This is an optimization exercise on Yosys and OpenROAD, whose aim is small area, a short achievable clock period and few clock cycles per item, not a production implementation. Function was not checked in any run shown here: the RTL went through the layout flow alone. Power is estimated from default activity; no workload was simulated.

$ cat flow/design.v
`default_nettype none
module madd_pipeline #(parameter data_width = 16, parameter n_blocks = 256, parameter full_width = 2 * data_width + 8, parameter n_channels = 16)
	(
		input wire clk,
		input wire reset,
		input wire enable,
		input  wire in_valid,
		output wire in_ready,
		output wire out_valid,
		input  wire out_ready,
		input  wire [$clog2(n_blocks) - 1 : 0] block_in,
		output wire [$clog2(n_blocks) - 1 : 0] block_out,
		input wire [4:0] shift,
		input wire shift_disable,
		input wire signedness,
		input wire saturate_disable,
		input wire signed [data_width - 1 : 0] arg_a_in,
		input wire signed [data_width - 1 : 0] arg_b_in,
		input wire signed [data_width - 1 : 0] arg_c_in,
		output wire signed [full_width - 1 : 0] result_out,
		input  wire [ch_addr_w - 1 : 0] dest_in,
		output wire [ch_addr_w - 1 : 0] dest_out,
		input  wire [4 - 1 : 0] commit_id_in,
		output wire [4 - 1 : 0] commit_id_out,
		input wire commit_flag_in,
		output wire commit_flag_out
	);
	localparam ch_addr_w = $clog2(n_channels);
	wire [3:0] s4  = ~shift[3:0];
	wire       big = shift[4];
	wire [3:0] sa  = (shift_disable | big) ? 4'd0 : s4;
	wire [16:0] a_ext = {signedness & arg_a_in[15], arg_a_in};
	wire [16:0] b_ext = {signedness & arg_b_in[15], arg_b_in};
	wire [33:0] c_ext = {{18{signedness & arg_c_in[15]}}, arg_c_in};
	wire [33:0] c_sh = c_ext << sa;
	wire [33:0] rnd  = (sa == 4'd0) ? 34'd0 : (34'd1 << (sa - 4'd1));
	wire [33:0] crow = big ? 34'd0 : (c_sh | rnd);
	wire pp1;
	wire pp2;
	wire pp3;
	wire pp4;
	wire pp5;
	wire pp6;
	wire pp7;
	wire pp8;
	wire pp9;
	wire pp10;
	wire pp11;
	wire pp12;
	wire pp13;
	wire pp14;
	wire pp15;
	wire pp16;
	wire pp17;
	wire pp18;
	wire pp19;
	wire pp20;
	wire pp21;
	wire pp22;
	wire pp23;
	wire pp24;
	wire pp25;
	wire pp26;
	wire pp27;
	wire pp28;
	wire pp29;
	wire pp30;
	wire pp31;
	wire pp32;
	wire pp33;
	wire pp34;
	wire pp35;
	wire pp36;
	wire pp37;
	wire pp38;
	wire pp39;
	wire pp40;
	wire pp41;
	wire pp42;
	wire pp43;
	wire pp44;
	wire pp45;
	wire pp46;
	wire pp47;
	wire pp48;
	wire pp49;
	wire pp50;
	wire pp51;
	wire pp52;
	wire pp53;
	wire pp54;
	wire pp55;
	wire pp56;
	wire pp57;
	wire pp58;
	wire pp59;
	wire pp60;
	wire pp61;
	wire pp62;
	wire pp63;
	wire pp64;
	wire pp65;
	wire pp66;
	wire pp67;
	wire pp68;
	wire pp69;
	wire pp70;
	wire pp71;
	wire pp72;
	wire pp73;
	wire pp74;
	wire pp75;
	wire pp76;
	wire pp77;
	wire pp78;
	wire pp79;
	wire pp80;
	wire pp81;
	wire pp82;
	wire pp83;
	wire pp84;
	wire pp85;
	wire pp86;
	wire pp87;
	wire pp88;
	wire pp89;
	wire pp90;
	wire pp91;
	wire pp92;
	wire pp93;
	wire pp94;
	wire pp95;
	wire pp96;
	wire pp97;
	wire pp98;
	wire pp99;
	wire pp100;
	wire pp101;
	wire pp102;
	wire pp103;
	wire pp104;
	wire pp105;
	wire pp106;
	wire pp107;
	wire pp108;
	wire pp109;
	wire pp110;
	wire pp111;
	wire pp112;
	wire pp113;
	wire pp114;
	wire pp115;
	wire pp116;
	wire pp117;
	wire pp118;
	wire pp119;
	wire pp120;
	wire pp121;
	wire pp122;
	wire pp123;
	wire pp124;
	wire pp125;
	wire pp126;
	wire pp127;
	wire pp128;
	wire pp129;
	wire pp130;
	wire pp131;
	wire pp132;
	wire pp133;
	wire pp134;
	wire pp135;
	wire pp136;
	wire pp137;
	wire pp138;
	wire pp139;
	wire pp140;
	wire pp141;
	wire pp142;
	wire pp143;
	wire pp144;
	wire pp145;
	wire pp146;
	wire pp147;
	wire pp148;
	wire pp149;
	wire pp150;
	wire pp151;
	wire pp152;
	wire pp153;
	wire pp154;
	wire pp155;
	wire pp156;
	wire pp157;
	wire pp158;
	wire pp159;
	wire pp160;
	wire pp161;
	wire pp162;
	wire s163;
	wire c164;
	wire s165;
	wire c166;
	wire s167;
	wire c168;
	wire s169;
	wire c170;
	wire s171;
	wire c172;
	wire s173;
	wire c174;
	wire s175;
	wire c176;
	wire s177;
	wire c178;
	wire s179;
	wire c180;
	wire s181;
	wire c182;
	wire s183;
	wire c184;
	wire s185;
	wire c186;
	wire s187;
	wire c188;
	wire s189;
	wire c190;
	wire s191;
	wire c192;
	wire s193;
	wire c194;
	wire s195;
	wire c196;
	wire s197;
	wire c198;
	wire s199;
	wire c200;
	wire s201;
	wire c202;
	wire s203;
	wire c204;
	wire s205;
	wire c206;
	wire s207;
	wire c208;
	wire s209;
	wire c210;
	wire s211;
	wire c212;
	wire s213;
	wire c214;
	wire s215;
	wire c216;
	wire s217;
	wire c218;
	wire s219;
	wire c220;
	wire s221;
	wire c222;
	wire s223;
	wire c224;
	wire s225;
	wire c226;
	wire s227;
	wire c228;
	wire s229;
	wire c230;
	wire s231;
	wire c232;
	wire s233;
	wire c234;
	wire s235;
	wire c236;
	wire s237;
	wire c238;
	wire s239;
	wire c240;
	wire s241;
	wire c242;
	wire s243;
	wire c244;
	wire s245;
	wire c246;
	wire s247;
	wire c248;
	wire s249;
	wire c250;
	wire s251;
	wire c252;
	wire s253;
	wire c254;
	wire s255;
	wire c256;
	wire s257;
	wire c258;
	wire s259;
	wire c260;
	wire s261;
	wire c262;
	wire s263;
	wire c264;
	wire s265;
	wire c266;
	wire s267;
	wire c268;
	wire s269;
	wire c270;
	wire s271;
	wire c272;
	wire s273;
	wire c274;
	wire s275;
	wire c276;
	wire s277;
	wire c278;
	wire s279;
	wire c280;
	wire s281;
	wire c282;
	wire s283;
	wire c284;
	wire s285;
	wire c286;
	wire s287;
	wire c288;
	wire s289;
	wire c290;
	wire s291;
	wire c292;
	wire s293;
	wire c294;
	wire s295;
	wire c296;
	wire s297;
	wire c298;
	wire s299;
	wire c300;
	wire s301;
	wire c302;
	wire s303;
	wire c304;
	wire s305;
	wire c306;
	wire s307;
	wire c308;
	wire s309;
	wire c310;
	wire s311;
	wire c312;
	wire s313;
	wire c314;
	wire s315;
	wire c316;
	wire s317;
	wire c318;
	wire s319;
	wire c320;
	wire s321;
	wire c322;
	wire s323;
	wire c324;
	wire s325;
	wire c326;
	wire s327;
	wire c328;
	wire s329;
	wire c330;
	wire s331;
	wire c332;
	wire s333;
	wire c334;
	wire s335;
	wire c336;
	wire s337;
	wire c338;
	wire s339;
	wire c340;
	wire s341;
	wire c342;
	wire s343;
	wire c344;
	wire s345;
	wire c346;
	wire s347;
	wire c348;
	wire s349;
	wire c350;
	wire s351;
	wire c352;
	wire s353;
	wire c354;
	wire s355;
	wire c356;
	wire s357;
	wire c358;
	wire s359;
	wire c360;
	wire s361;
	wire c362;
	wire s363;
	wire c364;
	wire s365;
	wire c366;
	wire s367;
	wire c368;
	wire s369;
	wire c370;
	wire s371;
	wire c372;
	wire s373;
	wire c374;
	wire s375;
	wire c376;
	wire s377;
	wire c378;
	wire s379;
	wire c380;
	wire s381;
	wire c382;
	wire s383;
	wire c384;
	wire s385;
	wire c386;
	wire s387;
	wire c388;
	wire s389;
	wire c390;
	wire s391;
	wire c392;
	wire s393;
	wire c394;
	wire s395;
	wire c396;
	wire s397;
	wire c398;
	wire s399;
	wire c400;
	wire s401;
	wire c402;
	wire s403;
	wire c404;
	wire s405;
	wire c406;
	wire s407;
	wire c408;
	wire s409;
	wire c410;
	wire s411;
	wire c412;
	wire s413;
	wire c414;
	wire s415;
	wire c416;
	wire s417;
	wire c418;
	wire s419;
	wire c420;
	wire s421;
	wire c422;
	wire s423;
	wire c424;
	wire s425;
	wire c426;
	wire s427;
	wire c428;
	wire s429;
	wire c430;
	wire s431;
	wire c432;
	wire s433;
	wire c434;
	wire s435;
	wire c436;
	wire s437;
	wire c438;
	wire s439;
	wire c440;
	wire s441;
	wire c442;
	wire s443;
	wire c444;
	wire s445;
	wire c446;
	wire s447;
	wire c448;
	wire s449;
	wire c450;
	wire s451;
	wire c452;
	wire s453;
	wire c454;
	wire s455;
	wire c456;
	wire s457;
	wire c458;
	wire s459;
	wire c460;
	wire s461;
	wire c462;
	wire s463;
	wire c464;
	wire s465;
	wire c466;
	wire s467;
	wire c468;
	wire s469;
	wire c470;
	wire s471;
	wire c472;
	wire s473;
	wire c474;
	wire s475;
	wire c476;
	wire s477;
	wire c478;
	wire s479;
	wire c480;
	wire s481;
	wire c482;
	wire s483;
	wire c484;
	wire s485;
	wire c486;
	wire s487;
	wire c488;
	wire s489;
	wire c490;
	wire s491;
	wire c492;
	wire s493;
	wire c494;
	wire s495;
	wire c496;
	wire s497;
	wire c498;
	wire s499;
	wire c500;
	wire s501;
	wire c502;
	wire bneg0 = b_ext[1];
	wire bone0 = b_ext[0] ^ 1'b0;
	wire btwo0 = (b_ext[1] & ~b_ext[0] & ~1'b0) | (~b_ext[1] & b_ext[0] & 1'b0);
	assign pp1 = (((bone0 & a_ext[0]) | (btwo0 & 1'b0)) ^ bneg0);
	assign pp2 = (((bone0 & a_ext[1]) | (btwo0 & a_ext[0])) ^ bneg0);
	assign pp3 = (((bone0 & a_ext[2]) | (btwo0 & a_ext[1])) ^ bneg0);
	assign pp4 = (((bone0 & a_ext[3]) | (btwo0 & a_ext[2])) ^ bneg0);
	assign pp5 = (((bone0 & a_ext[4]) | (btwo0 & a_ext[3])) ^ bneg0);
	assign pp6 = (((bone0 & a_ext[5]) | (btwo0 & a_ext[4])) ^ bneg0);
	assign pp7 = (((bone0 & a_ext[6]) | (btwo0 & a_ext[5])) ^ bneg0);
	assign pp8 = (((bone0 & a_ext[7]) | (btwo0 & a_ext[6])) ^ bneg0);
	assign pp9 = (((bone0 & a_ext[8]) | (btwo0 & a_ext[7])) ^ bneg0);
	assign pp10 = (((bone0 & a_ext[9]) | (btwo0 & a_ext[8])) ^ bneg0);
	assign pp11 = (((bone0 & a_ext[10]) | (btwo0 & a_ext[9])) ^ bneg0);
	assign pp12 = (((bone0 & a_ext[11]) | (btwo0 & a_ext[10])) ^ bneg0);
	assign pp13 = (((bone0 & a_ext[12]) | (btwo0 & a_ext[11])) ^ bneg0);
	assign pp14 = (((bone0 & a_ext[13]) | (btwo0 & a_ext[12])) ^ bneg0);
	assign pp15 = (((bone0 & a_ext[14]) | (btwo0 & a_ext[13])) ^ bneg0);
	assign pp16 = (((bone0 & a_ext[15]) | (btwo0 & a_ext[14])) ^ bneg0);
	assign pp17 = (((bone0 & a_ext[16]) | (btwo0 & a_ext[15])) ^ bneg0);
	assign pp18 = ~(((bone0 & a_ext[16]) | (btwo0 & a_ext[16])) ^ bneg0);
	wire bneg1 = b_ext[3];
	wire bone1 = b_ext[2] ^ b_ext[1];
	wire btwo1 = (b_ext[3] & ~b_ext[2] & ~b_ext[1]) | (~b_ext[3] & b_ext[2] & b_ext[1]);
	assign pp19 = (((bone1 & a_ext[0]) | (btwo1 & 1'b0)) ^ bneg1);
	assign pp20 = (((bone1 & a_ext[1]) | (btwo1 & a_ext[0])) ^ bneg1);
	assign pp21 = (((bone1 & a_ext[2]) | (btwo1 & a_ext[1])) ^ bneg1);
	assign pp22 = (((bone1 & a_ext[3]) | (btwo1 & a_ext[2])) ^ bneg1);
	assign pp23 = (((bone1 & a_ext[4]) | (btwo1 & a_ext[3])) ^ bneg1);
	assign pp24 = (((bone1 & a_ext[5]) | (btwo1 & a_ext[4])) ^ bneg1);
	assign pp25 = (((bone1 & a_ext[6]) | (btwo1 & a_ext[5])) ^ bneg1);
	assign pp26 = (((bone1 & a_ext[7]) | (btwo1 & a_ext[6])) ^ bneg1);
	assign pp27 = (((bone1 & a_ext[8]) | (btwo1 & a_ext[7])) ^ bneg1);
	assign pp28 = (((bone1 & a_ext[9]) | (btwo1 & a_ext[8])) ^ bneg1);
	assign pp29 = (((bone1 & a_ext[10]) | (btwo1 & a_ext[9])) ^ bneg1);
	assign pp30 = (((bone1 & a_ext[11]) | (btwo1 & a_ext[10])) ^ bneg1);
	assign pp31 = (((bone1 & a_ext[12]) | (btwo1 & a_ext[11])) ^ bneg1);
	assign pp32 = (((bone1 & a_ext[13]) | (btwo1 & a_ext[12])) ^ bneg1);
	assign pp33 = (((bone1 & a_ext[14]) | (btwo1 & a_ext[13])) ^ bneg1);
	assign pp34 = (((bone1 & a_ext[15]) | (btwo1 & a_ext[14])) ^ bneg1);
	assign pp35 = (((bone1 & a_ext[16]) | (btwo1 & a_ext[15])) ^ bneg1);
	assign pp36 = ~(((bone1 & a_ext[16]) | (btwo1 & a_ext[16])) ^ bneg1);
	wire bneg2 = b_ext[5];
	wire bone2 = b_ext[4] ^ b_ext[3];
	wire btwo2 = (b_ext[5] & ~b_ext[4] & ~b_ext[3]) | (~b_ext[5] & b_ext[4] & b_ext[3]);
	assign pp37 = (((bone2 & a_ext[0]) | (btwo2 & 1'b0)) ^ bneg2);
	assign pp38 = (((bone2 & a_ext[1]) | (btwo2 & a_ext[0])) ^ bneg2);
	assign pp39 = (((bone2 & a_ext[2]) | (btwo2 & a_ext[1])) ^ bneg2);
	assign pp40 = (((bone2 & a_ext[3]) | (btwo2 & a_ext[2])) ^ bneg2);
	assign pp41 = (((bone2 & a_ext[4]) | (btwo2 & a_ext[3])) ^ bneg2);
	assign pp42 = (((bone2 & a_ext[5]) | (btwo2 & a_ext[4])) ^ bneg2);
	assign pp43 = (((bone2 & a_ext[6]) | (btwo2 & a_ext[5])) ^ bneg2);
	assign pp44 = (((bone2 & a_ext[7]) | (btwo2 & a_ext[6])) ^ bneg2);
	assign pp45 = (((bone2 & a_ext[8]) | (btwo2 & a_ext[7])) ^ bneg2);
	assign pp46 = (((bone2 & a_ext[9]) | (btwo2 & a_ext[8])) ^ bneg2);
	assign pp47 = (((bone2 & a_ext[10]) | (btwo2 & a_ext[9])) ^ bneg2);
	assign pp48 = (((bone2 & a_ext[11]) | (btwo2 & a_ext[10])) ^ bneg2);
	assign pp49 = (((bone2 & a_ext[12]) | (btwo2 & a_ext[11])) ^ bneg2);
	assign pp50 = (((bone2 & a_ext[13]) | (btwo2 & a_ext[12])) ^ bneg2);
	assign pp51 = (((bone2 & a_ext[14]) | (btwo2 & a_ext[13])) ^ bneg2);
	assign pp52 = (((bone2 & a_ext[15]) | (btwo2 & a_ext[14])) ^ bneg2);
	assign pp53 = (((bone2 & a_ext[16]) | (btwo2 & a_ext[15])) ^ bneg2);
	assign pp54 = ~(((bone2 & a_ext[16]) | (btwo2 & a_ext[16])) ^ bneg2);
	wire bneg3 = b_ext[7];
	wire bone3 = b_ext[6] ^ b_ext[5];
	wire btwo3 = (b_ext[7] & ~b_ext[6] & ~b_ext[5]) | (~b_ext[7] & b_ext[6] & b_ext[5]);
	assign pp55 = (((bone3 & a_ext[0]) | (btwo3 & 1'b0)) ^ bneg3);
	assign pp56 = (((bone3 & a_ext[1]) | (btwo3 & a_ext[0])) ^ bneg3);
	assign pp57 = (((bone3 & a_ext[2]) | (btwo3 & a_ext[1])) ^ bneg3);
	assign pp58 = (((bone3 & a_ext[3]) | (btwo3 & a_ext[2])) ^ bneg3);
	assign pp59 = (((bone3 & a_ext[4]) | (btwo3 & a_ext[3])) ^ bneg3);
	assign pp60 = (((bone3 & a_ext[5]) | (btwo3 & a_ext[4])) ^ bneg3);
	assign pp61 = (((bone3 & a_ext[6]) | (btwo3 & a_ext[5])) ^ bneg3);
	assign pp62 = (((bone3 & a_ext[7]) | (btwo3 & a_ext[6])) ^ bneg3);
	assign pp63 = (((bone3 & a_ext[8]) | (btwo3 & a_ext[7])) ^ bneg3);
	assign pp64 = (((bone3 & a_ext[9]) | (btwo3 & a_ext[8])) ^ bneg3);
	assign pp65 = (((bone3 & a_ext[10]) | (btwo3 & a_ext[9])) ^ bneg3);
	assign pp66 = (((bone3 & a_ext[11]) | (btwo3 & a_ext[10])) ^ bneg3);
	assign pp67 = (((bone3 & a_ext[12]) | (btwo3 & a_ext[11])) ^ bneg3);
	assign pp68 = (((bone3 & a_ext[13]) | (btwo3 & a_ext[12])) ^ bneg3);
	assign pp69 = (((bone3 & a_ext[14]) | (btwo3 & a_ext[13])) ^ bneg3);
	assign pp70 = (((bone3 & a_ext[15]) | (btwo3 & a_ext[14])) ^ bneg3);
	assign pp71 = (((bone3 & a_ext[16]) | (btwo3 & a_ext[15])) ^ bneg3);
	assign pp72 = ~(((bone3 & a_ext[16]) | (btwo3 & a_ext[16])) ^ bneg3);
	wire bneg4 = b_ext[9];
	wire bone4 = b_ext[8] ^ b_ext[7];
	wire btwo4 = (b_ext[9] & ~b_ext[8] & ~b_ext[7]) | (~b_ext[9] & b_ext[8] & b_ext[7]);
	assign pp73 = (((bone4 & a_ext[0]) | (btwo4 & 1'b0)) ^ bneg4);
	assign pp74 = (((bone4 & a_ext[1]) | (btwo4 & a_ext[0])) ^ bneg4);
	assign pp75 = (((bone4 & a_ext[2]) | (btwo4 & a_ext[1])) ^ bneg4);
	assign pp76 = (((bone4 & a_ext[3]) | (btwo4 & a_ext[2])) ^ bneg4);
	assign pp77 = (((bone4 & a_ext[4]) | (btwo4 & a_ext[3])) ^ bneg4);
	assign pp78 = (((bone4 & a_ext[5]) | (btwo4 & a_ext[4])) ^ bneg4);
	assign pp79 = (((bone4 & a_ext[6]) | (btwo4 & a_ext[5])) ^ bneg4);
	assign pp80 = (((bone4 & a_ext[7]) | (btwo4 & a_ext[6])) ^ bneg4);
	assign pp81 = (((bone4 & a_ext[8]) | (btwo4 & a_ext[7])) ^ bneg4);
	assign pp82 = (((bone4 & a_ext[9]) | (btwo4 & a_ext[8])) ^ bneg4);
	assign pp83 = (((bone4 & a_ext[10]) | (btwo4 & a_ext[9])) ^ bneg4);
	assign pp84 = (((bone4 & a_ext[11]) | (btwo4 & a_ext[10])) ^ bneg4);
	assign pp85 = (((bone4 & a_ext[12]) | (btwo4 & a_ext[11])) ^ bneg4);
	assign pp86 = (((bone4 & a_ext[13]) | (btwo4 & a_ext[12])) ^ bneg4);
	assign pp87 = (((bone4 & a_ext[14]) | (btwo4 & a_ext[13])) ^ bneg4);
	assign pp88 = (((bone4 & a_ext[15]) | (btwo4 & a_ext[14])) ^ bneg4);
	assign pp89 = (((bone4 & a_ext[16]) | (btwo4 & a_ext[15])) ^ bneg4);
	assign pp90 = ~(((bone4 & a_ext[16]) | (btwo4 & a_ext[16])) ^ bneg4);
	wire bneg5 = b_ext[11];
	wire bone5 = b_ext[10] ^ b_ext[9];
	wire btwo5 = (b_ext[11] & ~b_ext[10] & ~b_ext[9]) | (~b_ext[11] & b_ext[10] & b_ext[9]);
	assign pp91 = (((bone5 & a_ext[0]) | (btwo5 & 1'b0)) ^ bneg5);
	assign pp92 = (((bone5 & a_ext[1]) | (btwo5 & a_ext[0])) ^ bneg5);
	assign pp93 = (((bone5 & a_ext[2]) | (btwo5 & a_ext[1])) ^ bneg5);
	assign pp94 = (((bone5 & a_ext[3]) | (btwo5 & a_ext[2])) ^ bneg5);
	assign pp95 = (((bone5 & a_ext[4]) | (btwo5 & a_ext[3])) ^ bneg5);
	assign pp96 = (((bone5 & a_ext[5]) | (btwo5 & a_ext[4])) ^ bneg5);
	assign pp97 = (((bone5 & a_ext[6]) | (btwo5 & a_ext[5])) ^ bneg5);
	assign pp98 = (((bone5 & a_ext[7]) | (btwo5 & a_ext[6])) ^ bneg5);
	assign pp99 = (((bone5 & a_ext[8]) | (btwo5 & a_ext[7])) ^ bneg5);
	assign pp100 = (((bone5 & a_ext[9]) | (btwo5 & a_ext[8])) ^ bneg5);
	assign pp101 = (((bone5 & a_ext[10]) | (btwo5 & a_ext[9])) ^ bneg5);
	assign pp102 = (((bone5 & a_ext[11]) | (btwo5 & a_ext[10])) ^ bneg5);
	assign pp103 = (((bone5 & a_ext[12]) | (btwo5 & a_ext[11])) ^ bneg5);
	assign pp104 = (((bone5 & a_ext[13]) | (btwo5 & a_ext[12])) ^ bneg5);
	assign pp105 = (((bone5 & a_ext[14]) | (btwo5 & a_ext[13])) ^ bneg5);
	assign pp106 = (((bone5 & a_ext[15]) | (btwo5 & a_ext[14])) ^ bneg5);
	assign pp107 = (((bone5 & a_ext[16]) | (btwo5 & a_ext[15])) ^ bneg5);
	assign pp108 = ~(((bone5 & a_ext[16]) | (btwo5 & a_ext[16])) ^ bneg5);
	wire bneg6 = b_ext[13];
	wire bone6 = b_ext[12] ^ b_ext[11];
	wire btwo6 = (b_ext[13] & ~b_ext[12] & ~b_ext[11]) | (~b_ext[13] & b_ext[12] & b_ext[11]);
	assign pp109 = (((bone6 & a_ext[0]) | (btwo6 & 1'b0)) ^ bneg6);
	assign pp110 = (((bone6 & a_ext[1]) | (btwo6 & a_ext[0])) ^ bneg6);
	assign pp111 = (((bone6 & a_ext[2]) | (btwo6 & a_ext[1])) ^ bneg6);
	assign pp112 = (((bone6 & a_ext[3]) | (btwo6 & a_ext[2])) ^ bneg6);
	assign pp113 = (((bone6 & a_ext[4]) | (btwo6 & a_ext[3])) ^ bneg6);
	assign pp114 = (((bone6 & a_ext[5]) | (btwo6 & a_ext[4])) ^ bneg6);
	assign pp115 = (((bone6 & a_ext[6]) | (btwo6 & a_ext[5])) ^ bneg6);
	assign pp116 = (((bone6 & a_ext[7]) | (btwo6 & a_ext[6])) ^ bneg6);
	assign pp117 = (((bone6 & a_ext[8]) | (btwo6 & a_ext[7])) ^ bneg6);
	assign pp118 = (((bone6 & a_ext[9]) | (btwo6 & a_ext[8])) ^ bneg6);
	assign pp119 = (((bone6 & a_ext[10]) | (btwo6 & a_ext[9])) ^ bneg6);
	assign pp120 = (((bone6 & a_ext[11]) | (btwo6 & a_ext[10])) ^ bneg6);
	assign pp121 = (((bone6 & a_ext[12]) | (btwo6 & a_ext[11])) ^ bneg6);
	assign pp122 = (((bone6 & a_ext[13]) | (btwo6 & a_ext[12])) ^ bneg6);
	assign pp123 = (((bone6 & a_ext[14]) | (btwo6 & a_ext[13])) ^ bneg6);
	assign pp124 = (((bone6 & a_ext[15]) | (btwo6 & a_ext[14])) ^ bneg6);
	assign pp125 = (((bone6 & a_ext[16]) | (btwo6 & a_ext[15])) ^ bneg6);
	assign pp126 = ~(((bone6 & a_ext[16]) | (btwo6 & a_ext[16])) ^ bneg6);
	wire bneg7 = b_ext[15];
	wire bone7 = b_ext[14] ^ b_ext[13];
	wire btwo7 = (b_ext[15] & ~b_ext[14] & ~b_ext[13]) | (~b_ext[15] & b_ext[14] & b_ext[13]);
	assign pp127 = (((bone7 & a_ext[0]) | (btwo7 & 1'b0)) ^ bneg7);
	assign pp128 = (((bone7 & a_ext[1]) | (btwo7 & a_ext[0])) ^ bneg7);
	assign pp129 = (((bone7 & a_ext[2]) | (btwo7 & a_ext[1])) ^ bneg7);
	assign pp130 = (((bone7 & a_ext[3]) | (btwo7 & a_ext[2])) ^ bneg7);
	assign pp131 = (((bone7 & a_ext[4]) | (btwo7 & a_ext[3])) ^ bneg7);
	assign pp132 = (((bone7 & a_ext[5]) | (btwo7 & a_ext[4])) ^ bneg7);
	assign pp133 = (((bone7 & a_ext[6]) | (btwo7 & a_ext[5])) ^ bneg7);
	assign pp134 = (((bone7 & a_ext[7]) | (btwo7 & a_ext[6])) ^ bneg7);
	assign pp135 = (((bone7 & a_ext[8]) | (btwo7 & a_ext[7])) ^ bneg7);
	assign pp136 = (((bone7 & a_ext[9]) | (btwo7 & a_ext[8])) ^ bneg7);
	assign pp137 = (((bone7 & a_ext[10]) | (btwo7 & a_ext[9])) ^ bneg7);
	assign pp138 = (((bone7 & a_ext[11]) | (btwo7 & a_ext[10])) ^ bneg7);
	assign pp139 = (((bone7 & a_ext[12]) | (btwo7 & a_ext[11])) ^ bneg7);
	assign pp140 = (((bone7 & a_ext[13]) | (btwo7 & a_ext[12])) ^ bneg7);
	assign pp141 = (((bone7 & a_ext[14]) | (btwo7 & a_ext[13])) ^ bneg7);
	assign pp142 = (((bone7 & a_ext[15]) | (btwo7 & a_ext[14])) ^ bneg7);
	assign pp143 = (((bone7 & a_ext[16]) | (btwo7 & a_ext[15])) ^ bneg7);
	assign pp144 = ~(((bone7 & a_ext[16]) | (btwo7 & a_ext[16])) ^ bneg7);
	wire bneg8 = b_ext[16];
	wire bone8 = b_ext[16] ^ b_ext[15];
	wire btwo8 = (b_ext[16] & ~b_ext[16] & ~b_ext[15]) | (~b_ext[16] & b_ext[16] & b_ext[15]);
	assign pp145 = (((bone8 & a_ext[0]) | (btwo8 & 1'b0)) ^ bneg8);
	assign pp146 = (((bone8 & a_ext[1]) | (btwo8 & a_ext[0])) ^ bneg8);
	assign pp147 = (((bone8 & a_ext[2]) | (btwo8 & a_ext[1])) ^ bneg8);
	assign pp148 = (((bone8 & a_ext[3]) | (btwo8 & a_ext[2])) ^ bneg8);
	assign pp149 = (((bone8 & a_ext[4]) | (btwo8 & a_ext[3])) ^ bneg8);
	assign pp150 = (((bone8 & a_ext[5]) | (btwo8 & a_ext[4])) ^ bneg8);
	assign pp151 = (((bone8 & a_ext[6]) | (btwo8 & a_ext[5])) ^ bneg8);
	assign pp152 = (((bone8 & a_ext[7]) | (btwo8 & a_ext[6])) ^ bneg8);
	assign pp153 = (((bone8 & a_ext[8]) | (btwo8 & a_ext[7])) ^ bneg8);
	assign pp154 = (((bone8 & a_ext[9]) | (btwo8 & a_ext[8])) ^ bneg8);
	assign pp155 = (((bone8 & a_ext[10]) | (btwo8 & a_ext[9])) ^ bneg8);
	assign pp156 = (((bone8 & a_ext[11]) | (btwo8 & a_ext[10])) ^ bneg8);
	assign pp157 = (((bone8 & a_ext[12]) | (btwo8 & a_ext[11])) ^ bneg8);
	assign pp158 = (((bone8 & a_ext[13]) | (btwo8 & a_ext[12])) ^ bneg8);
	assign pp159 = (((bone8 & a_ext[14]) | (btwo8 & a_ext[13])) ^ bneg8);
	assign pp160 = (((bone8 & a_ext[15]) | (btwo8 & a_ext[14])) ^ bneg8);
	assign pp161 = (((bone8 & a_ext[16]) | (btwo8 & a_ext[15])) ^ bneg8);
	assign pp162 = ~(((bone8 & a_ext[16]) | (btwo8 & a_ext[16])) ^ bneg8);
	assign s163 = bneg7 ^ pp111;
	assign c164 = bneg7 & pp111;
	assign s165 = pp112 ^ pp128;
	assign c166 = pp112 & pp128;
	assign s167 = bneg8 ^ pp113 ^ pp129;
	assign c168 = (bneg8 & pp113) | (bneg8 & pp129) | (pp113 & pp129);
	assign s169 = pp145 ^ pp17;
	assign c170 = pp145 & pp17;
	assign s171 = 1'b1 ^ pp114 ^ pp130;
	assign c172 = (1'b1 & pp114) | (1'b1 & pp130) | (pp114 & pp130);
	assign s173 = pp146 ^ pp18 ^ pp34;
	assign c174 = (pp146 & pp18) | (pp146 & pp34) | (pp18 & pp34);
	assign s175 = 1'b1 ^ pp115 ^ pp131;
	assign c176 = (1'b1 & pp115) | (1'b1 & pp131) | (pp115 & pp131);
	assign s177 = pp147 ^ pp35;
	assign c178 = pp147 & pp35;
	assign s179 = pp100 ^ pp116 ^ pp132;
	assign c180 = (pp100 & pp116) | (pp100 & pp132) | (pp116 & pp132);
	assign s181 = 1'b1 ^ pp101;
	assign c182 = 1'b1 & pp101;
	assign s183 = bneg4 ^ pp25;
	assign c184 = bneg4 & pp25;
	assign s185 = pp10 ^ pp26;
	assign c186 = pp10 & pp26;
	assign s187 = bneg5 ^ pp11 ^ pp27;
	assign c188 = (bneg5 & pp11) | (bneg5 & pp27) | (pp11 & pp27);
	assign s189 = pp43 ^ pp59;
	assign c190 = pp43 & pp59;
	assign s191 = pp12 ^ pp28 ^ pp44;
	assign c192 = (pp12 & pp28) | (pp12 & pp44) | (pp28 & pp44);
	assign s193 = pp60 ^ pp76;
	assign c194 = pp60 & pp76;
	assign s195 = bneg6 ^ pp109 ^ pp13;
	assign c196 = (bneg6 & pp109) | (bneg6 & pp13) | (pp109 & pp13);
	assign s197 = pp29 ^ pp45 ^ pp61;
	assign c198 = (pp29 & pp45) | (pp29 & pp61) | (pp45 & pp61);
	assign s199 = pp77 ^ pp93;
	assign c200 = pp77 & pp93;
	assign s201 = pp110 ^ pp14 ^ pp30;
	assign c202 = (pp110 & pp14) | (pp110 & pp30) | (pp14 & pp30);
	assign s203 = pp46 ^ pp62 ^ pp78;
	assign c204 = (pp46 & pp62) | (pp46 & pp78) | (pp62 & pp78);
	assign s205 = pp94 ^ crow[13];
	assign c206 = pp94 & crow[13];
	assign s207 = pp127 ^ pp15 ^ pp31;
	assign c208 = (pp127 & pp15) | (pp127 & pp31) | (pp15 & pp31);
	assign s209 = pp47 ^ pp63 ^ pp79;
	assign c210 = (pp47 & pp63) | (pp47 & pp79) | (pp63 & pp79);
	assign s211 = pp95 ^ crow[14] ^ s163;
	assign c212 = (pp95 & crow[14]) | (pp95 & s163) | (crow[14] & s163);
	assign s213 = pp16 ^ pp32 ^ pp48;
	assign c214 = (pp16 & pp32) | (pp16 & pp48) | (pp32 & pp48);
	assign s215 = pp64 ^ pp80 ^ pp96;
	assign c216 = (pp64 & pp80) | (pp64 & pp96) | (pp80 & pp96);
	assign s217 = c164 ^ crow[15] ^ s165;
	assign c218 = (c164 & crow[15]) | (c164 & s165) | (crow[15] & s165);
	assign s219 = pp33 ^ pp49 ^ pp65;
	assign c220 = (pp33 & pp49) | (pp33 & pp65) | (pp49 & pp65);
	assign s221 = pp81 ^ pp97 ^ c166;
	assign c222 = (pp81 & pp97) | (pp81 & c166) | (pp97 & c166);
	assign s223 = crow[16] ^ s169 ^ s167;
	assign c224 = (crow[16] & s169) | (crow[16] & s167) | (s169 & s167);
	assign s225 = pp50 ^ pp66 ^ pp82;
	assign c226 = (pp50 & pp66) | (pp50 & pp82) | (pp66 & pp82);
	assign s227 = pp98 ^ c170 ^ crow[17];
	assign c228 = (pp98 & c170) | (pp98 & crow[17]) | (c170 & crow[17]);
	assign s229 = c168 ^ s171 ^ s173;
	assign c230 = (c168 & s171) | (c168 & s173) | (s171 & s173);
	assign s231 = pp51 ^ pp67 ^ pp83;
	assign c232 = (pp51 & pp67) | (pp51 & pp83) | (pp67 & pp83);
	assign s233 = pp99 ^ crow[18] ^ s177;
	assign c234 = (pp99 & crow[18]) | (pp99 & s177) | (crow[18] & s177);
	assign s235 = c172 ^ c174 ^ s175;
	assign c236 = (c172 & c174) | (c172 & s175) | (c174 & s175);
	assign s237 = pp148 ^ pp36 ^ pp52;
	assign c238 = (pp148 & pp36) | (pp148 & pp52) | (pp36 & pp52);
	assign s239 = pp68 ^ pp84 ^ c178;
	assign c240 = (pp68 & pp84) | (pp68 & c178) | (pp84 & c178);
	assign s241 = crow[19] ^ c176 ^ s179;
	assign c242 = (crow[19] & c176) | (crow[19] & s179) | (c176 & s179);
	assign s243 = pp117 ^ pp133 ^ pp149;
	assign c244 = (pp117 & pp133) | (pp117 & pp149) | (pp133 & pp149);
	assign s245 = pp53 ^ pp69 ^ pp85;
	assign c246 = (pp53 & pp69) | (pp53 & pp85) | (pp69 & pp85);
	assign s247 = crow[20] ^ s181 ^ c180;
	assign c248 = (crow[20] & s181) | (crow[20] & c180) | (s181 & c180);
	assign s249 = pp102 ^ pp118 ^ pp134;
	assign c250 = (pp102 & pp118) | (pp102 & pp134) | (pp118 & pp134);
	assign s251 = pp150 ^ pp54 ^ pp70;
	assign c252 = (pp150 & pp54) | (pp150 & pp70) | (pp54 & pp70);
	assign s253 = pp86 ^ c182 ^ crow[21];
	assign c254 = (pp86 & c182) | (pp86 & crow[21]) | (c182 & crow[21]);
	assign s255 = 1'b1 ^ pp103 ^ pp119;
	assign c256 = (1'b1 & pp103) | (1'b1 & pp119) | (pp103 & pp119);
	assign s257 = pp135 ^ pp151 ^ pp71;
	assign c258 = (pp135 & pp151) | (pp135 & pp71) | (pp151 & pp71);
	assign s259 = pp87 ^ crow[22];
	assign c260 = pp87 & crow[22];
	assign s261 = pp104 ^ pp120 ^ pp136;
	assign c262 = (pp104 & pp120) | (pp104 & pp136) | (pp120 & pp136);
	assign s263 = pp152 ^ pp72 ^ pp88;
	assign c264 = (pp152 & pp72) | (pp152 & pp88) | (pp72 & pp88);
	assign s265 = 1'b1 ^ pp105 ^ pp121;
	assign c266 = (1'b1 & pp105) | (1'b1 & pp121) | (pp105 & pp121);
	assign s267 = pp137 ^ pp153;
	assign c268 = pp137 & pp153;
	assign s269 = pp106 ^ pp122 ^ pp138;
	assign c270 = (pp106 & pp122) | (pp106 & pp138) | (pp122 & pp138);
	assign s271 = 1'b1 ^ pp107;
	assign c272 = 1'b1 & pp107;
	assign s273 = bneg2 ^ pp21;
	assign c274 = bneg2 & pp21;
	assign s275 = pp22 ^ pp38;
	assign c276 = pp22 & pp38;
	assign s277 = bneg3 ^ pp23 ^ pp39;
	assign c278 = (bneg3 & pp23) | (bneg3 & pp39) | (pp23 & pp39);
	assign s279 = pp55 ^ pp7;
	assign c280 = pp55 & pp7;
	assign s281 = pp24 ^ pp40 ^ pp56;
	assign c282 = (pp24 & pp40) | (pp24 & pp56) | (pp40 & pp56);
	assign s283 = pp8 ^ crow[7];
	assign c284 = pp8 & crow[7];
	assign s285 = pp41 ^ pp57 ^ pp73;
	assign c286 = (pp41 & pp57) | (pp41 & pp73) | (pp57 & pp73);
	assign s287 = pp9 ^ crow[8] ^ s183;
	assign c288 = (pp9 & crow[8]) | (pp9 & s183) | (crow[8] & s183);
	assign s289 = pp42 ^ pp58 ^ pp74;
	assign c290 = (pp42 & pp58) | (pp42 & pp74) | (pp58 & pp74);
	assign s291 = c184 ^ crow[9] ^ s185;
	assign c292 = (c184 & crow[9]) | (c184 & s185) | (crow[9] & s185);
	assign s293 = pp75 ^ pp91 ^ c186;
	assign c294 = (pp75 & pp91) | (pp75 & c186) | (pp91 & c186);
	assign s295 = crow[10] ^ s189 ^ s187;
	assign c296 = (crow[10] & s189) | (crow[10] & s187) | (s189 & s187);
	assign s297 = pp92 ^ c190 ^ crow[11];
	assign c298 = (pp92 & c190) | (pp92 & crow[11]) | (c190 & crow[11]);
	assign s299 = s193 ^ c188 ^ s191;
	assign c300 = (s193 & c188) | (s193 & s191) | (c188 & s191);
	assign s301 = c194 ^ crow[12] ^ s199;
	assign c302 = (c194 & crow[12]) | (c194 & s199) | (crow[12] & s199);
	assign s303 = c192 ^ s195 ^ s197;
	assign c304 = (c192 & s195) | (c192 & s197) | (s195 & s197);
	assign s305 = c200 ^ c196 ^ c198;
	assign c306 = (c200 & c196) | (c200 & c198) | (c196 & c198);
	assign s307 = s201 ^ s203 ^ s205;
	assign c308 = (s201 & s203) | (s201 & s205) | (s203 & s205);
	assign s309 = c202 ^ c204 ^ s207;
	assign c310 = (c202 & c204) | (c202 & s207) | (c204 & s207);
	assign s311 = s209 ^ c206 ^ s211;
	assign c312 = (s209 & c206) | (s209 & s211) | (c206 & s211);
	assign s313 = c208 ^ c210 ^ s213;
	assign c314 = (c208 & c210) | (c208 & s213) | (c210 & s213);
	assign s315 = s215 ^ c212 ^ s217;
	assign c316 = (s215 & c212) | (s215 & s217) | (c212 & s217);
	assign s317 = c214 ^ c216 ^ s219;
	assign c318 = (c214 & c216) | (c214 & s219) | (c216 & s219);
	assign s319 = c218 ^ s221 ^ s223;
	assign c320 = (c218 & s221) | (c218 & s223) | (s221 & s223);
	assign s321 = c220 ^ s225 ^ c222;
	assign c322 = (c220 & s225) | (c220 & c222) | (s225 & c222);
	assign s323 = s227 ^ c224 ^ s229;
	assign c324 = (s227 & c224) | (s227 & s229) | (c224 & s229);
	assign s325 = c226 ^ s231 ^ c228;
	assign c326 = (c226 & s231) | (c226 & c228) | (s231 & c228);
	assign s327 = s233 ^ c230 ^ s235;
	assign c328 = (s233 & c230) | (s233 & s235) | (c230 & s235);
	assign s329 = c232 ^ s237 ^ c234;
	assign c330 = (c232 & s237) | (c232 & c234) | (s237 & c234);
	assign s331 = s239 ^ c236 ^ s241;
	assign c332 = (s239 & c236) | (s239 & s241) | (c236 & s241);
	assign s333 = c238 ^ s243 ^ s245;
	assign c334 = (c238 & s243) | (c238 & s245) | (s243 & s245);
	assign s335 = c240 ^ c242 ^ s247;
	assign c336 = (c240 & c242) | (c240 & s247) | (c242 & s247);
	assign s337 = c244 ^ c246 ^ s249;
	assign c338 = (c244 & c246) | (c244 & s249) | (c246 & s249);
	assign s339 = s251 ^ s253 ^ c248;
	assign c340 = (s251 & s253) | (s251 & c248) | (s253 & c248);
	assign s341 = c250 ^ c252 ^ s255;
	assign c342 = (c250 & c252) | (c250 & s255) | (c252 & s255);
	assign s343 = s257 ^ s259 ^ c254;
	assign c344 = (s257 & s259) | (s257 & c254) | (s259 & c254);
	assign s345 = crow[23] ^ c256 ^ c258;
	assign c346 = (crow[23] & c256) | (crow[23] & c258) | (c256 & c258);
	assign s347 = s261 ^ s263 ^ c260;
	assign c348 = (s261 & s263) | (s261 & c260) | (s263 & c260);
	assign s349 = pp89 ^ crow[24] ^ s267;
	assign c350 = (pp89 & crow[24]) | (pp89 & s267) | (crow[24] & s267);
	assign s351 = c262 ^ c264 ^ s265;
	assign c352 = (c262 & c264) | (c262 & s265) | (c264 & s265);
	assign s353 = pp154 ^ pp90 ^ c268;
	assign c354 = (pp154 & pp90) | (pp154 & c268) | (pp90 & c268);
	assign s355 = crow[25] ^ c266 ^ s269;
	assign c356 = (crow[25] & c266) | (crow[25] & s269) | (c266 & s269);
	assign s357 = pp123 ^ pp139 ^ pp155;
	assign c358 = (pp123 & pp139) | (pp123 & pp155) | (pp139 & pp155);
	assign s359 = crow[26] ^ s271 ^ c270;
	assign c360 = (crow[26] & s271) | (crow[26] & c270) | (s271 & c270);
	assign s361 = pp108 ^ pp124 ^ pp140;
	assign c362 = (pp108 & pp124) | (pp108 & pp140) | (pp124 & pp140);
	assign s363 = pp156 ^ c272 ^ crow[27];
	assign c364 = (pp156 & c272) | (pp156 & crow[27]) | (c272 & crow[27]);
	assign s365 = 1'b1 ^ pp125 ^ pp141;
	assign c366 = (1'b1 & pp125) | (1'b1 & pp141) | (pp125 & pp141);
	assign s367 = pp157 ^ crow[28];
	assign c368 = pp157 & crow[28];
	assign s369 = pp126 ^ pp142 ^ pp158;
	assign c370 = (pp126 & pp142) | (pp126 & pp158) | (pp142 & pp158);
	assign s371 = 1'b1 ^ pp143;
	assign c372 = 1'b1 & pp143;
	assign s373 = bneg1 ^ pp19;
	assign c374 = bneg1 & pp19;
	assign s375 = pp20 ^ pp4;
	assign c376 = pp20 & pp4;
	assign s377 = pp37 ^ pp5 ^ crow[4];
	assign c378 = (pp37 & pp5) | (pp37 & crow[4]) | (pp5 & crow[4]);
	assign s379 = pp6 ^ c274 ^ crow[5];
	assign c380 = (pp6 & c274) | (pp6 & crow[5]) | (c274 & crow[5]);
	assign s381 = c276 ^ crow[6] ^ s279;
	assign c382 = (c276 & crow[6]) | (c276 & s279) | (crow[6] & s279);
	assign s383 = c280 ^ c278 ^ s281;
	assign c384 = (c280 & c278) | (c280 & s281) | (c278 & s281);
	assign s385 = c282 ^ s285 ^ c284;
	assign c386 = (c282 & s285) | (c282 & c284) | (s285 & c284);
	assign s387 = c286 ^ s289 ^ c288;
	assign c388 = (c286 & s289) | (c286 & c288) | (s289 & c288);
	assign s389 = c290 ^ c292 ^ s293;
	assign c390 = (c290 & c292) | (c290 & s293) | (c292 & s293);
	assign s391 = c294 ^ s297 ^ c296;
	assign c392 = (c294 & s297) | (c294 & c296) | (s297 & c296);
	assign s393 = c298 ^ s301 ^ c300;
	assign c394 = (c298 & s301) | (c298 & c300) | (s301 & c300);
	assign s395 = c302 ^ c304 ^ s305;
	assign c396 = (c302 & c304) | (c302 & s305) | (c304 & s305);
	assign s397 = c306 ^ s309 ^ c308;
	assign c398 = (c306 & s309) | (c306 & c308) | (s309 & c308);
	assign s399 = c310 ^ s313 ^ c312;
	assign c400 = (c310 & s313) | (c310 & c312) | (s313 & c312);
	assign s401 = c314 ^ s317 ^ c316;
	assign c402 = (c314 & s317) | (c314 & c316) | (s317 & c316);
	assign s403 = c318 ^ s321 ^ c320;
	assign c404 = (c318 & s321) | (c318 & c320) | (s321 & c320);
	assign s405 = c322 ^ s325 ^ c324;
	assign c406 = (c322 & s325) | (c322 & c324) | (s325 & c324);
	assign s407 = c326 ^ s329 ^ c328;
	assign c408 = (c326 & s329) | (c326 & c328) | (s329 & c328);
	assign s409 = s333 ^ c330 ^ c332;
	assign c410 = (s333 & c330) | (s333 & c332) | (c330 & c332);
	assign s411 = c334 ^ s337 ^ s339;
	assign c412 = (c334 & s337) | (c334 & s339) | (s337 & s339);
	assign s413 = c338 ^ s341 ^ s343;
	assign c414 = (c338 & s341) | (c338 & s343) | (s341 & s343);
	assign s415 = c342 ^ s345 ^ s347;
	assign c416 = (c342 & s345) | (c342 & s347) | (s345 & s347);
	assign s417 = s349 ^ c346 ^ s351;
	assign c418 = (s349 & c346) | (s349 & s351) | (c346 & s351);
	assign s419 = c350 ^ s353 ^ c352;
	assign c420 = (c350 & s353) | (c350 & c352) | (s353 & c352);
	assign s421 = s357 ^ c354 ^ c356;
	assign c422 = (s357 & c354) | (s357 & c356) | (c354 & c356);
	assign s423 = c358 ^ s361 ^ s363;
	assign c424 = (c358 & s361) | (c358 & s363) | (s361 & s363);
	assign s425 = c362 ^ s365 ^ s367;
	assign c426 = (c362 & s365) | (c362 & s367) | (s365 & s367);
	assign s427 = crow[29] ^ c366 ^ s369;
	assign c428 = (crow[29] & c366) | (crow[29] & s369) | (c366 & s369);
	assign s429 = pp159 ^ crow[30] ^ s371;
	assign c430 = (pp159 & crow[30]) | (pp159 & s371) | (crow[30] & s371);
	assign s431 = pp144 ^ pp160 ^ c372;
	assign c432 = (pp144 & pp160) | (pp144 & c372) | (pp160 & c372);
	assign s433 = 1'b1 ^ pp161;
	assign c434 = 1'b1 & pp161;
	assign s435 = bneg0 ^ pp1;
	assign c436 = bneg0 & pp1;
	assign s437 = pp2 ^ crow[1];
	assign c438 = pp2 & crow[1];
	assign s439 = pp3 ^ crow[2] ^ s373;
	assign c440 = (pp3 & crow[2]) | (pp3 & s373) | (crow[2] & s373);
	assign s441 = c374 ^ crow[3] ^ s375;
	assign c442 = (c374 & crow[3]) | (c374 & s375) | (crow[3] & s375);
	assign s443 = c376 ^ s273 ^ s377;
	assign c444 = (c376 & s273) | (c376 & s377) | (s273 & s377);
	assign s445 = s275 ^ c378 ^ s379;
	assign c446 = (s275 & c378) | (s275 & s379) | (c378 & s379);
	assign s447 = s277 ^ c380 ^ s381;
	assign c448 = (s277 & c380) | (s277 & s381) | (c380 & s381);
	assign s449 = s283 ^ c382 ^ s383;
	assign c450 = (s283 & c382) | (s283 & s383) | (c382 & s383);
	assign s451 = s287 ^ c384 ^ s385;
	assign c452 = (s287 & c384) | (s287 & s385) | (c384 & s385);
	assign s453 = s291 ^ c386 ^ s387;
	assign c454 = (s291 & c386) | (s291 & s387) | (c386 & s387);
	assign s455 = s295 ^ c388 ^ s389;
	assign c456 = (s295 & c388) | (s295 & s389) | (c388 & s389);
	assign s457 = s299 ^ c390 ^ s391;
	assign c458 = (s299 & c390) | (s299 & s391) | (c390 & s391);
	assign s459 = s303 ^ c392 ^ s393;
	assign c460 = (s303 & c392) | (s303 & s393) | (c392 & s393);
	assign s461 = s307 ^ c394 ^ s395;
	assign c462 = (s307 & c394) | (s307 & s395) | (c394 & s395);
	assign s463 = s311 ^ c396 ^ s397;
	assign c464 = (s311 & c396) | (s311 & s397) | (c396 & s397);
	assign s465 = s315 ^ c398 ^ s399;
	assign c466 = (s315 & c398) | (s315 & s399) | (c398 & s399);
	assign s467 = s319 ^ c400 ^ s401;
	assign c468 = (s319 & c400) | (s319 & s401) | (c400 & s401);
	assign s469 = s323 ^ c402 ^ s403;
	assign c470 = (s323 & c402) | (s323 & s403) | (c402 & s403);
	assign s471 = s327 ^ c404 ^ s405;
	assign c472 = (s327 & c404) | (s327 & s405) | (c404 & s405);
	assign s473 = s331 ^ c406 ^ s407;
	assign c474 = (s331 & c406) | (s331 & s407) | (c406 & s407);
	assign s475 = s335 ^ c408 ^ s409;
	assign c476 = (s335 & c408) | (s335 & s409) | (c408 & s409);
	assign s477 = c336 ^ c410 ^ s411;
	assign c478 = (c336 & c410) | (c336 & s411) | (c410 & s411);
	assign s479 = c340 ^ s413 ^ c412;
	assign c480 = (c340 & s413) | (c340 & c412) | (s413 & c412);
	assign s481 = c344 ^ s415 ^ c414;
	assign c482 = (c344 & s415) | (c344 & c414) | (s415 & c414);
	assign s483 = c348 ^ s417 ^ c416;
	assign c484 = (c348 & s417) | (c348 & c416) | (s417 & c416);
	assign s485 = s355 ^ s419 ^ c418;
	assign c486 = (s355 & s419) | (s355 & c418) | (s419 & c418);
	assign s487 = s359 ^ c420 ^ s421;
	assign c488 = (s359 & c420) | (s359 & s421) | (c420 & s421);
	assign s489 = c360 ^ s423 ^ c422;
	assign c490 = (c360 & s423) | (c360 & c422) | (s423 & c422);
	assign s491 = c364 ^ s425 ^ c424;
	assign c492 = (c364 & s425) | (c364 & c424) | (s425 & c424);
	assign s493 = c368 ^ s427 ^ c426;
	assign c494 = (c368 & s427) | (c368 & c426) | (s427 & c426);
	assign s495 = c370 ^ s429 ^ c428;
	assign c496 = (c370 & s429) | (c370 & c428) | (s429 & c428);
	assign s497 = crow[31] ^ c430 ^ s431;
	assign c498 = (crow[31] & c430) | (crow[31] & s431) | (c430 & s431);
	assign s499 = crow[32] ^ s433 ^ c432;
	assign c500 = (crow[32] & s433) | (crow[32] & c432) | (s433 & c432);
	assign s501 = pp162 ^ c434 ^ crow[33];
	assign c502 = (pp162 & c434) | (pp162 & crow[33]) | (c434 & crow[33]);
	wire [33:0] row0 = {s501, c498, s497, s495, s493, s491, c488, c486, s485, s483, s481, c478, c476, c474, c472, c470, c468, c466, c464, c462, c460, c458, c456, c454, c452, c450, c448, c446, c444, c442, c440, c438, c436, crow[0]};
	wire [33:0] row1 = {c500, s499, c496, c494, c492, c490, s489, s487, c484, c482, c480, s479, s477, s475, s473, s471, s469, s467, s465, s463, s461, s459, s457, s455, s453, s451, s449, s447, s445, s443, s441, s439, s437, s435};
	wire [17:0] sum_lo = row0[16:0] + row1[16:0];
	reg        v_q;
	reg [3:0]  sh_q;
	reg        big_q, rb_en_q, satd_q, sg_q;
	reg [15:0] c_q;
	reg [7:0]  block_q;
	reg [3:0]  dest_q, cid_q;
	reg        cf_q;
	reg [17:0] lo_q;
	reg [33:17] h0_q;
	reg [33:17] h1_q;
	assign in_ready  = ~v_q | out_ready;
	assign out_valid = v_q;
	wire take_in  = in_valid & in_ready;
	wire take_out = v_q & out_ready;
	always @(posedge clk) begin
		if (reset)
			v_q <= 1'b0;
		else if (enable) begin
			if (take_in)
				v_q <= 1'b1;
			else if (take_out)
				v_q <= 1'b0;
		end
	end
	always @(posedge clk) begin
		if (enable & take_in) begin
			lo_q <= sum_lo;
			h0_q <= row0[33:17];
			h1_q <= row1[33:17];
			sh_q    <= (shift_disable & ~big) ? 4'd0 : s4;
			big_q   <= big;
			rb_en_q <= big & ~shift_disable;
			satd_q  <= saturate_disable;
			sg_q    <= signedness;
			c_q     <= arg_c_in;
			block_q <= block_in;
			dest_q  <= dest_in;
			cid_q   <= commit_id_in;
			cf_q    <= commit_flag_in;
		end
	end
	wire [33:0] x = {h0_q + h1_q + lo_q[17], lo_q[16:0]};
	wire signed [33:0] y = $signed(x) >>> sh_q;
	wire [32:0] xd = x[33:1] ^ x[32:0];
	reg  [32:0] ovf_mask;
	integer k;
	always @(*)
		for (k = 0; k < 33; k = k + 1)
			ovf_mask[k] = (k >= 15 + sh_q);
	wire ovf_y = |(xd & ovf_mask);
	wire [17:0] c18   = {{2{sg_q & c_q[15]}}, c_q};
	wire [17:0] c18p  = c18 + 18'd1;
	wire [17:0] r_big = (rb_en_q & y[15]) ? c18p : c18;
	wire ovf_big = ~r_big[17] & (r_big[16] | r_big[15]);
	wire        neg = big_q ? r_big[17] : x[33];
	wire        ovf = big_q ? ovf_big : ovf_y;
	wire [15:0] lo  = big_q ? r_big[15:0] : y[15:0];
	wire [23:0] hi  = big_q ? {{22{r_big[17]}}, r_big[17:16]} : {{6{y[33]}}, y[33:16]};
	assign result_out = satd_q ? {hi, lo} :
	                    ovf    ? {{25{neg}}, {15{~neg}}} :
	                             {{24{lo[15]}}, lo};
	assign block_out       = block_q;
	assign dest_out        = dest_q;
	assign commit_id_out   = cid_q;
	assign commit_flag_out = cf_q;
endmodule
`default_nettype wire
$ cat flow/run.sh
#!/bin/bash
# synth_recipe.tcl (not shown) runs the flow's synth.tcl, then flattens the netlist and writes it again
# the make line also repeats each setting of config.mk as NAME=value (left out here)
make -C /OpenROAD-flow-scripts/flow DESIGN_CONFIG=/design/flow/config.mk WORK_HOME=/design/flow/orfs CLKGATE_MAP_FILE= SYNTH_SCRIPT=/design/flow/synth_recipe.tcl finish
$ cat flow/config.mk
export PLATFORM = sky130hd
export DESIGN_NAME = madd_pipeline
export DESIGN_NICKNAME = madd_pipeline
export VERILOG_FILES = /design/flow/design.v
export SDC_FILE = /design/flow/constraint.sdc
export NUM_CORES = 4
export LEC_CHECK = 0
export ABC_AREA = 1
export CAP_MARGIN = 20
export CORE_MARGIN = 2
export CORE_UTILIZATION = 40
export SLEW_MARGIN = 20
$ cat flow/constraint.sdc
create_clock -name core_clock -period 7.5 [get_ports {clk}]
set_input_delay 1.5000 -clock core_clock [delete_from_list [all_inputs] [get_ports {clk}]]
set_output_delay 1.5000 -clock core_clock [all_outputs]
set_load 0.01 [all_outputs]
==> flow_metrics.tcl, run 1 <==
set metrics [dict create \
    hp-class "flop to flop" \
    cts_resized 0 \
    drive_gt1_frac 0.0683 \
    synth_nets 2355 \
    route.antenna.remaining_nets 0 \
    setup_tns_ns 0 \
    rows 72 \
    postCtsHoldBufs 0 \
    swShare 0.515 \
    core_mm2 0.0385 \
    postLayoutCellArea_mm2 0.0177 \
    end_kind "flop" \
    firstDrtPassIters 5 \
    vias 14300 \
    nets 2443 \
    syn_to_final_growth_pct 14.1 \
    cts_buffer_depth 2 \
    async_flop_share 0 \
    grt_pass1_wl_um 77100 \
    synth_edf_count 93 \
    clock-sinks 94 \
    cp-start-kind "input port" \
    layout_common_cells "nand2_1, inv_1, o21ai_0" \
    rsz0062_at_grt "false" \
    antenna_found_initial 0 \
    cts.clk_slew.worst_paths_ns 0.06 \
    crit_type "input port to flop" \
    grt-ovfl-total 0 \
    slew_headroom 0.371 \
    fin_crit_sh 0.930 \
    final-setup-viol-count 0 \
    fin_crit_ns 6.98 \
    cts_buffers 9 \
    finClkSkew_ns 0.0112 \
    ys_types 55 \
    yosysWarnings 1 \
    initial_core_util 0.403 \
    die_h_um 201 \
    hpwl_um 39200 \
    syn_inst 2074 \
    combPwrFrac 0.776 \
    postCtsSetupBuffers 0 \
    antenna_cells 0 \
    drtIter0Drc 1078 \
    power.switching_w 0.00331 \
    cts_root_buf "clkbuf_16" \
    h-tree-depth 3 \
    p_per_area_mw_per_mm2 364 \
    wl_per_cell_um 17.9 \
    p_leak_nw 8.22 \
    io_pins 137 \
    final_common_cell "nand2_1" \
    p_int_w 0.00312 \
    portBuffers 136 \
    r2r_slack_ns 5.49 \
    routed_wl_um 48000 \
    arrival_ns 7.06 \
    clock_power_share 0.065 \
    die_x_um 201 \
    drc_errors 0 \
    hold_viol_final 0 \
    status "finished clean" \
    p_seq_frac 0.159 \
    vias_per_cell 5.32 \
    clk_latency_ns 0.35 \
    place_congestion 0.948 \
    worst_pin_slew_ns 0.942 \
    netlist_area_mm2 0.0155 \
    grt_pass1_vias 14400 \
    finalMaxSlewViolations 0 \
    cts_tree "yes" \
    clock.fmax_ghz 0.143 \
    dominantRegCellSynth "edfxtp_1" \
    peakVddDrop_mv 0.340 \
    syn_avg_cell_area_um2 7.47 \
    ys_seq_area_frac 0.181 \
    grt_usage 0.238 \
    worstPathRequired_ns 7.58 \
    grt_max_degree 77 \
    maxCapViolCount 0 \
    crit_fanout 27 \
    dieArea_mm2 0.0403 \
    synth_seq_cells 94 \
    placed_cell_area_mm2 0.0174 \
    fill_cells 3856 \
]
## cells in the mapped netlist, types with 3 or more instances
cell / number / share of area
a211oi_1: 4 / 0.0019
a21boi_0: 3 / 0.0015
a21oi_1: 67 / 0.022
and2_1: 3 / 0.0012
buf_1: 17 / 0.0041
buf_2: 3 / 0.00097
buf_4: 8 / 0.0039
buf_6: 3 / 0.0022
clkbuf_1: 79 / 0.019
clkinv_1: 14 / 0.0034
edfxtp_1: 93 / 0.18
fa_1: 141 / 0.18
ha_1: 62 / 0.050
inv_1: 309 / 0.075
inv_2: 11 / 0.0027
mux2i_1: 15 / 0.0097
nand2_1: 438 / 0.11
nand2_2: 18 / 0.0073
nand2_4: 3 / 0.0022
nand3_1: 107 / 0.035
nand3_2: 25 / 0.016
nand3_4: 3 / 0.0034
nand3b_1: 3 / 0.0015
nand4_1: 13 / 0.0052
nor2_1: 75 / 0.018
nor2_2: 6 / 0.0024
nor3_1: 15 / 0.0048
o211ai_1: 20 / 0.0097
o21ai_0: 159 / 0.051
o21ai_1: 16 / 0.0052
o22ai_1: 137 / 0.055
o31ai_1: 3 / 0.0015
or2_2: 4 / 0.0016
xnor2_1: 13 / 0.0073
xor2_1: 157 / 0.089
xor2_2: 3 / 0.0031
## per-layer routing
metal / global-route usage / wire length, um / up-vias
met4: 0.0807 / 1510 / 0
li1: - / - / 6953
met3: 0.0221 / 2650 / 83
met5: 0 / 0 / -
met2: 0.410 / 23200 / 454
met1: 0.316 / 20700 / 6802
## layout make-up
class                           instances  area (um^2)  area share
Inverter                              336         1270      0.0717
Tap cell                              518          648      0.0366
Sequential cell                        94         2810       0.159
Timing Repair Buffer                  188         1750      0.0991
Clock buffer                            9          225      0.0127
Clock inverter                          6         46.3     0.00262
Multi-Input combinational cell       1533        10900       0.618
## worst max-delay path, cell delays in order
cell and delay, ns:
clkdlybuf4s50_1 0.50, nor2_1 0.13, inv_1 0.09, nor2_1 0.16
clkinv_1 0.52, a22oi_1 0.50, o21ai_0 0.18, o21ai_0 0.24
o21ai_0 0.24, fa_1 0.56, inv_1 0.05, fa_1 0.36
inv_1 0.08, fa_1 0.40, inv_1 0.08, fa_1 0.40
inv_1 0.06, ha_1 0.27, a21oi_1 0.18, o21ai_0 0.11
a21oi_1 0.14, o21ai_0 0.14, xor2_1 0.16
## state kept, by name, indices dropped and copies added, names as in the netlist
signal	count
big_q	1
block_q	8
c_q	16
cf_q	1
cid_q	4
dest_q	4
h0_q	17
h1_q	17
lo_q	18
rb_en_q	1
satd_q	1
sg_q	1
sh_q	4
v_q	1
## cells by family (layout without fill, tap and decap cells)
family          after synthesis  in the layout  synth area share
flops                        94             94             0.181
buf+inv                     447            539             0.113
xor+xnor                    173            173            0.0992
compound gates              423            423             0.156
mux                          15             15           0.00969
simple gates                719            719             0.208
fa+ha+maj                   203            203             0.232
## path summary, 6_finish.rpt
check / depth (start not counted) / to / start
worst max register to register: 4 / sh_q[2] / v_q
worst min-delay path: 2 / v_q / v_q
worst min register to register: 2 / v_q / v_q
worst max-delay path: 23 / lo_q[16] / shift[4]
## power by group through the flow
| stage | clock network [W] | logic, W | registers [W] |
|---|---|---|---|
| 2_1_floorplan | 0 | 0.00358 | 0.00101 |
| 3_3_place_gp | 0 | 0.00484 | 0.00103 |
| 3_5_place_dp | 0 | 0.00493 | 0.00103 |
| 4_1_cts | 0.000430 | 0.00496 | 0.00102 |
| 5_1_grt | 0.000449 | 0.00565 | 0.00103 |
| 6_report | 0.000418 | 0.00499 | 0.00102 |
## metrics by stage
| stage | power (W) | utilization | worst slack [ns] | std cells | hold slack [ns] |
|---|---|---|---|---|---|
| 6_report | 0.00643 | 0.460 | 0.522 | 2684 | 0.492 |
| 3_3_place_gp | 0.00587 | 0.453 | 0.478 | 2669 | 0.461 |
| 3_5_place_dp | 0.00596 | 0.453 | 0.340 | 2669 | 0.484 |
| 4_1_cts | 0.00641 | 0.460 | 0.678 | 2684 | 0.493 |
| 5_1_grt | 0.00713 | 0.460 | 0.272 | 2684 | 0.513 |
| 2_1_floorplan | 0.00459 | - | 1.35 | 2074 | 0.488 |
==> run 2, diff against run 1 <==
--- a/flow/design.v
+++ b/flow/design.v
@@ -1069,5 +1069,4 @@
 	wire [33:0] row0 = {s501, c498, s497, s495, s493, s491, c488, c486, s485, s483, s481, c478, c476, c474, c472, c470, c468, c466, c464, c462, c460, c458, c456, c454, c452, c450, c448, c446, c444, c442, c440, c438, c436, crow[0]};
 	wire [33:0] row1 = {c500, s499, c496, c494, c492, c490, s489, s487, c484, c482, c480, s479, s477, s475, s473, s471, s469, s467, s465, s463, s461, s459, s457, s455, s453, s451, s449, s447, s445, s443, s441, s439, s437, s435};
-	wire [17:0] sum_lo = row0[16:0] + row1[16:0];
 	reg        v_q;
 	reg [3:0]  sh_q;
@@ -1077,7 +1076,6 @@
 	reg [3:0]  dest_q, cid_q;
 	reg        cf_q;
-	reg [17:0] lo_q;
-	reg [33:17] h0_q;
-	reg [33:17] h1_q;
+	reg [33:0] r0_q;
+	reg [33:0] r1_q;
 	assign in_ready  = ~v_q | out_ready;
 	assign out_valid = v_q;
@@ -1096,7 +1094,6 @@
 	always @(posedge clk) begin
 		if (enable & take_in) begin
-			lo_q <= sum_lo;
-			h0_q <= row0[33:17];
-			h1_q <= row1[33:17];
+			r0_q <= row0;
+			r1_q <= row1;
 			sh_q    <= (shift_disable & ~big) ? 4'd0 : s4;
 			big_q   <= big;
@@ -1111,5 +1108,5 @@
 		end
 	end
-	wire [33:0] x = {h0_q + h1_q + lo_q[17], lo_q[16:0]};
+	wire [33:0] x = r0_q + r1_q;
 	wire signed [33:0] y = $signed(x) >>> sh_q;
 	wire [32:0] xd = x[33:1] ^ x[32:0];
==> run 2 against run 1 <==
  * Still clean on timing, DRC and antenna
  * Global-route usage increased by 1.4 points
  * Synthesized cell count up 13%
  * Area after synthesis up 7.6%
  * Critical path depth increased by 2
  * Register-to-register slack worse by 0.20 ns
  * Maximum frequency up 7.6%
  * Via count up 9.8%
  * Design area up 6.5%
  * Sequential share of layout area is 1.6 points higher
  * Count of clock-buffer cells in the layout rose by 1
  * Die area grew 7.4%
  * Sequential power hardly changed
  * Critical path type is now flop to primary output
  * Critical endpoint is now result_out[39]
==> flow_metrics.tcl, run 2 <==
set metrics [dict create \
    die_x_um 208 \
    hpwl_um 44400 \
    drive_gt1_frac 0.0396 \
    wl_per_cell_um 18.3 \
    firstDrtPassIters 6 \
    wl_met1_um 23800 \
    cts_resized 0 \
    synth_seq_cells 110 \
    synth_nets 2633 \
    top_layer "met4" \
    postCtsSetupBuffers 0 \
    cpMostUsedCell "nand2_1" \
    cpPeakStageDelay_ns 0.58 \
    postLayoutCellArea_mm2 0.0188 \
    initial_core_util 0.407 \
    grt_pass1_wl_um 85500 \
    finalMaxSlewViolations 0 \
    routed_wl_um 54300 \
    async_flop_share 0 \
    yosysMostFrequentCell "nand2_1" \
    yosysTopAreaCell "edfxtp_1" \
    hp-class "flop to flop" \
    fin_crit_sh 0.865 \
    syn_avg_cell_area_um2 7.09 \
    setup_tns_ns 0 \
    yosysWarnings 1 \
    drtIter0Drc 1306 \
    cts_buffers 9 \
    dieArea_mm2 0.0433 \
    layout_common_cells "nand2_1, inv_1, o21ai_0" \
    finClkSkew_ns 0.00743 \
    grt_max_degree 61 \
    die_h_um 208 \
    cp_top_family "simple AND/OR/NAND/NOR gates" \
    final_common_cell "nand2_1" \
    cp-start-kind "flop" \
    cts_root_buf "clkbuf_16" \
    slowest_stage "clkdlybuf4s50_1" \
    slew_headroom 0.328 \
    maxCapViolCount 0 \
    ys_seq_area_frac 0.198 \
    p_per_area_mw_per_mm2 329 \
    arrival_ns 4.98 \
    cts_buffer_depth 2 \
    ys_types 52 \
    syn_to_final_growth_pct 13.0 \
    core_mm2 0.0410 \
    worstPathRequired_ns 6.00 \
    cp_num_buf_inv 4 \
    rsz0062_at_grt "false" \
    final-setup-viol-count 0 \
    drc_errors 0 \
    grt_usage 0.252 \
    synth_edf_count 109 \
    clock.fmax_ghz 0.154 \
    wl_met2_um 26100 \
    yosys.area.top_type_share 0.196 \
    peakVddDrop_mv 0.145 \
    end_kind "primary output" \
    vias 15700 \
    grt-ovfl-total 0 \
    dominantRegCellSynth "edfxtp_1" \
    wl_met3_um 2740 \
    placed_cell_area_mm2 0.0185 \
    io_pins 137 \
    status "finished clean" \
    h-tree-depth 3 \
    antenna_found_initial 0 \
    p_leak_nw 9.06 \
    portBuffers 136 \
    vias_per_cell 5.31 \
]
-- run 2: where the power goes --
group	internal, W	total (W)	switching [W]	leakage (nW)
Sequential	0.000981	0.00103	0.0000492	1.03
Combinational	0.00161	0.00461	0.00300	7.86
Clock	0.000329	0.000560	0.000230	0.168
-- run 2: worst paths after layout --
path,slack (ns),endpoint,depth (start not counted),start
hold reg to reg,0.49,v_q,2,v_q
hold / removal,0.49,v_q,2,v_q
setup reg to reg,5.29,r0_q[0],4,v_q
setup / recovery,1.02,result_out[39],25,r0_q[0]
-- run 2: worst reg2reg max path, cell delays in order (launching register included) --
cell and delay (ns):
dfxtp_1 0.33, nand2_1 0.11, nand3_1 0.14, inv_4 0.48, buf_4 0.73
-- run 2: cell families after synthesis --
group / synth area share
adder cells (fa/ha/maj): 0.215
buffers and inverters: 0.124
multiplexers: 0.00495
XOR/XNOR: 0.0829
AND/OR/NAND/NOR: 0.232
AO/OA/AOI/OAI: 0.143
flip-flops: 0.198
-- run 2: cell type report --
type | count | area (um^2)
Clock buffer | 10 | 229
Sequential cell | 110 | 3290
Tap cell | 532 | 666
Inverter | 432 | 1620
Multi-Input combinational cell | 1701 | 11300
Timing Repair Buffer | 168 | 1600
Clock inverter | 6 | 116
Fill cell | 4268 | 22200
-- run 2: metal layers --
metal | vias to the layer above | track usage
met5 | - | 0
met4 | 0 | 0.0821
met3 | 80 | 0.0273
met2 | 526 | 0.431
met1 | 7409 | 0.334
li1 | 7683 | -
-- run 2: stage by stage --
step / worst slack [ns] / cells / util / hold WS [ns] / power (W)
final: 1.02 / 2959 / 0.459 / 0.489 / 0.00620
after global routing: 0.588 / 2959 / 0.459 / 0.517 / 0.00691
after detailed placement: 1.22 / 2943 / 0.451 / 0.479 / 0.00563
after floorplan: 2.00 / 2352 / - / 0.488 / 0.00421
after global placement: 1.28 / 2943 / 0.451 / 0.462 / 0.00554
after CTS: 1.00 / 2959 / 0.459 / 0.490 / 0.00620

[separate check: timing with driven ports]
In the flow no input, the clock included, has a driving cell. The finished layouts below were timed again as built, in two steps.
Step 1 assumes that a clkbuf_16 drives the clock port and a buf_2 every other input.
Step 2 times the ports against the registers' clock, not the clock port: input delays grow and output delays shrink by t, the midpoint of the rising clock arrivals with the driver on.
Three values: no drivers, after step 1, after step 2; two values: the first two.
| run | t, ns | setup WS [ns] |
|---|---|---|
| run 1 | 0.389 | 0.522 / 0.545 / 0.156 |
| run 2 | 0.430 | 1.016 / 0.962 / 1.166 |
After both steps every run listed still meets setup and hold.
